This design comes from an exercise in tuning for small area on the open sky130 flow, not from production work. The RTL was checked by simulation tests, not by an equivalence proof against the original design. The flow treats the clock pin as an ideal source, which a real chip does not have. No activity file was given, so power comes from the tool's default toggle rates.

==> module color_sharp_memory_display_driver, before the edit <==
module color_sharp_memory_display_driver (
    input clk_i,
    input reset_i,
    output logic vsync_o,
    output logic [15:0] addr_o,
    output logic read_valid_o,
    input [15:0] pixel_data_i,
    output logic intb_o,
    output logic bsp_o,
    output logic bck_o,
    output logic gsp_o,
    output logic gck_o,
    output logic gen_o,
    output logic vcom_o,
    output logic vb_o,
    output logic va_o,
    output logic [1:0] r_o,
    output logic [1:0] g_o,
    output logic [1:0] b_o
);
    logic [2:0] c;
    logic [6:0] bn;
    logic [9:0] kn;
    wire [6:0] b = ~bn;
    wire [9:0] k = ~kn;
    logic srf, sup;
    logic [11:0] un;
    wire [11:0] u = ~un;
    logic hn;
    wire h = ~hn;
    logic [5:0] cap;
    wire c1 = (c == 3'd1);
    wire c7 = (c == 3'd7);
    wire b_last = (b == 7'd123);
    wire win = b_last && (c >= 3'd2);
    wire k_hi = k[9] && k[7];                        
    wire k644 = k[9] && (k[7:0] == 8'd132);          
    wire k646 = k[9] && (k[7:0] == 8'd134);          
    wire k647 = k[9] && k[8] && k[6];                
    wire k0 = (k == 10'd0);
    wire p61 = (b > 7'd61) || (b == 7'd61 && c != 3'd0);
    wire tick = (c == 3'd4) && (b[1:0] == 2'd0);
    wire [12:0] u_inc = {1'b0, u} + {12'd0, tick};
    always_ff @(posedge clk_i) begin
        c <= c + 3'd1;
        if (c7) begin
            bn <= ~(b_last ? 7'd0 : b + 7'd1);
            if (b_last) kn <= ~(k646 ? 10'd1023 : k + 10'd1);
        end
        if (c1 && b_last && k646 && !k[8]) srf <= 1'b0;
        if (c1) begin
            if (k[0] ^ b_last)
                cap <= {pixel_data_i[12], pixel_data_i[4], pixel_data_i[10],
                        pixel_data_i[2], pixel_data_i[8], pixel_data_i[0]};
            else
                cap <= {pixel_data_i[13], pixel_data_i[5], pixel_data_i[11],
                        pixel_data_i[3], pixel_data_i[9], pixel_data_i[1]};
            if (!k_hi && !srf) {r_o, g_o, b_o} <= cap;
        end
        if (b == 7'd25 && k644) intb_o <= 1'b0;
        if (b == 7'd30 && k646) intb_o <= 1'b1;
        if (srf) begin
            un <= ~12'd4064;
            hn <= 1'b0;
            sup <= 1'b1;
        end else begin
            un <= ~(u_inc[11:0] | (u_inc[12] ? 12'd971 : 12'd0));
            hn <= ~(h ^ u_inc[12]);
            if (u_inc[12]) sup <= 1'b0;
        end
        if (reset_i) begin
            c <= 3'd0;
            bn <= ~7'd121;
            kn <= ~10'd898;
            srf <= 1'b1;
            sup <= 1'b1;
            un <= ~12'd4064;
            hn <= 1'b0;
            {r_o, g_o, b_o} <= 6'd0;
            intb_o <= 1'b0;
        end
    end
    always_comb begin
        read_valid_o = (c == 3'd0) && !srf;
        addr_o = (srf || (sup && win && !k[0])) ? 16'd0 :
                 {k[7:0], 1'b0, b};
        bck_o = b[0] && !(k[9] && k[8] && k[2:0] == 3'b010 && !b[1]);
        gck_o = k[0] ^ win;
        gsp_o = (k646 && p61) || k647 || (k0 && !p61);
        bsp_o = (b_last && c >= 3'd3) || (b == 7'd0) || (b == 7'd1 && c <= 3'd2);
        vsync_o = (k[9:1] == 9'b100111111) && (k[0] ^ (b_last && c >= 3'd3));
        gen_o = !k0 && !(k_hi && k[2:0] != 3'd0) &&
                ((b == 7'd20 && c != 3'd0) || (b > 7'd20 && b < 7'd80) || (b == 7'd80 && c == 3'd0));
        va_o = !sup && !h;
        vcom_o = !sup && h;
        vb_o = !sup && h;
    end
endmodule
==> flow/config.mk <==
export PLATFORM = sky130hd
export DESIGN_NAME = color_sharp_memory_display_driver
export DESIGN_NICKNAME = color_sharp_memory_display_driver
export VERILOG_FILES = /design/flow/design.v
export SDC_FILE = /design/flow/constraint.sdc
export NUM_CORES = 4
export LEC_CHECK = 0
export CAP_MARGIN = 20
export CORE_MARGIN = 2
export CORE_UTILIZATION = 40
export PLACE_DENSITY = 0.6
export SLEW_MARGIN = 20
==> flow/constraint.sdc <==
create_clock -name core_clock -period 10.0 [get_ports {clk_i}]
set_input_delay 2.0000 -clock core_clock [delete_from_list [all_inputs] [get_ports {clk_i}]]
set_output_delay 2.0000 -clock core_clock [all_outputs]
set_load 0.01 [all_outputs]
standard.sh (not shown) runs the stock make flow with config.mk's settings and CLKGATE_MAP_FILE= SYNTH_SCRIPT=/design/flow/synth_recipe.tcl, a recipe that flattens the netlist after the stock synthesis.
==> flow/flow/run.sh <==
#!/bin/bash
# Own layout flow: the standard flow (standard.sh) with these changes.
#  1. Synthesis: the same ORFS synthesis script as the standard flow's (-nofsm -noshare,
#     flattened, $func$ nets renamed), but ORFS's adder cell mapping is
#     skipped and ABC maps the logic with an area-oriented script.  ABC does
#     not touch the flip-flops, so the registers (names and cell types) are
#     the standard synthesis's.
#  2. The port buffers are the smallest buffer cell (buf_1).
#  3. Clock tree synthesis adds no dummy load cells, and after it each clock
#     buffer is downsized (clk_resize.tcl) to the smallest clkbuf that keeps
#     the flip-flop clock-pin slew under 100 ps; then the standard flow goes
#     on from the resized clock tree.
# Every tool's full output goes to standard.log here and to the ORFS logs
# under orfs/logs.
set -euo pipefail
W=$PWD
cat > $W/area.abc <<'EOT'
strash
ifraig
scorr
dc2
strash
&get -n
&deepsyn -T 30
&put
dch -f
amap
strash
&get -n
&deepsyn -T 30
&put
dch -f
amap
topo
EOT
cat > $W/own_synth.tcl <<EOT
set ::env(ADDER_MAP_FILE) ""
proc synth {args} { yosys synth -nofsm -noshare {*}\$args }
proc abc {args} {
  set i [lsearch -exact \$args -script]
  if { \$i >= 0 } { set args [lreplace \$args \$i [expr {\$i + 1}] -script $W/area.abc] }
  set i [lsearch -exact \$args -D]
  if { \$i >= 0 } { set args [lreplace \$args \$i [expr {\$i + 1}]] }
  puts "own abc: \$args"
  yosys abc {*}\$args
}
source \$::env(SCRIPTS_DIR)/synth.tcl
# left out here: clear keep_hierarchy, flatten, clean up
yosys rename -hide {w:*\$func\$*}
write_verilog -noattr -nohex -nodec \$::env(RESULTS_DIR)/1_2_yosys.v
EOT
bash standard.sh cts SYNTH_SCRIPT=$W/own_synth.tcl \
  "BUFFER_PORTS_ARGS=-buffer_cell sky130_fd_sc_hd__buf_1" \
  "CTS_ARGS=-sink_clustering_enable -repair_clock_nets -dont_use_dummy_load" > standard_cts.log 2>&1
RES=$W/orfs/results/sky130hd/color_sharp_memory_display_driver/base LIB=$FLOW_HOME/platforms/sky130hd/lib/sky130_fd_sc_hd__tt_025C_1v80.lib \
  openroad -no_init -exit $W/flow/clk_resize.tcl > clk_resize.log 2>&1
bash standard.sh finish SYNTH_SCRIPT=$W/own_synth.tcl \
  "BUFFER_PORTS_ARGS=-buffer_cell sky130_fd_sc_hd__buf_1" \
  "CTS_ARGS=-sink_clustering_enable -repair_clock_nets -dont_use_dummy_load" > standard.log 2>&1
Other scripts of this flow, unchanged in this note and not shown: flow/flow/clk_resize.tcl
The starting point produced a clean layout.
Change:
--- a/flow/design.v
+++ b/flow/design.v
@@ -47,15 +47,15 @@
             bn <= ~(b_last ? 7'd0 : b + 7'd1);
             if (b_last) kn <= ~(k646 ? 10'd1023 : k + 10'd1);
         end
         if (c1 && b_last && k646 && !k[8]) srf <= 1'b0;
+        if (k[0])
+            cap <= {pixel_data_i[12], pixel_data_i[4], pixel_data_i[10],
+                    pixel_data_i[2], pixel_data_i[8], pixel_data_i[0]};
+        else
+            cap <= {pixel_data_i[13], pixel_data_i[5], pixel_data_i[11],
+                    pixel_data_i[3], pixel_data_i[9], pixel_data_i[1]};
         if (c1) begin
-            if (k[0] ^ b_last)
-                cap <= {pixel_data_i[12], pixel_data_i[4], pixel_data_i[10],
-                        pixel_data_i[2], pixel_data_i[8], pixel_data_i[0]};
-            else
-                cap <= {pixel_data_i[13], pixel_data_i[5], pixel_data_i[11],
-                        pixel_data_i[3], pixel_data_i[9], pixel_data_i[1]};
             if (!k_hi && !srf) {r_o, g_o, b_o} <= cap;
         end
         if (b == 7'd25 && k644) intb_o <= 1'b0;
         if (b == 7'd30 && k646) intb_o <= 1'b1;
The changed run finished clean. Utilization increases by 0.91 points. Power fell slightly. Via count goes down by a few percent. Synthesized cell count falls by a few percent. Hold slack is worse by 8.0 ps. Final area came out lower by a few percent. Critical path depth fell by 5. Worst setup slack improves by 740 ps. Synthesized area went down by a few percent. Clock skew climbs by 3.2 ps.

==> re-timing with driven ports <==
How much do the figures lean on ideal ports? The routed layouts below were timed once more, with nothing changed but the port constraints. Step 1: set_driving_cell puts a clkbuf_16 on clk_i and a buf_2 on each other input, an assumption about the parent block. Step 2, shift: input delay + t, output delay - t, t = (earliest + latest rising clock arrival at the registers) / 2. This alone moves slack from input paths to output paths. Slacks: no drivers / after step 1 / after step 2; pairs: no drivers / after step 1.
run | t, ns | setup WS [ns] | clock arrival spread, ns | slew at the worst register clock pin (ns)
the first run | 0.384 | 4.504 / 4.480 / 4.864 | 0.013 / 0.013 | 0.09 / 0.09
the second run | 0.400 | 5.247 / 5.222 / 5.570 | 0.017 / 0.017 | 0.09 / 0.09
After both steps every run listed still meets setup and hold.
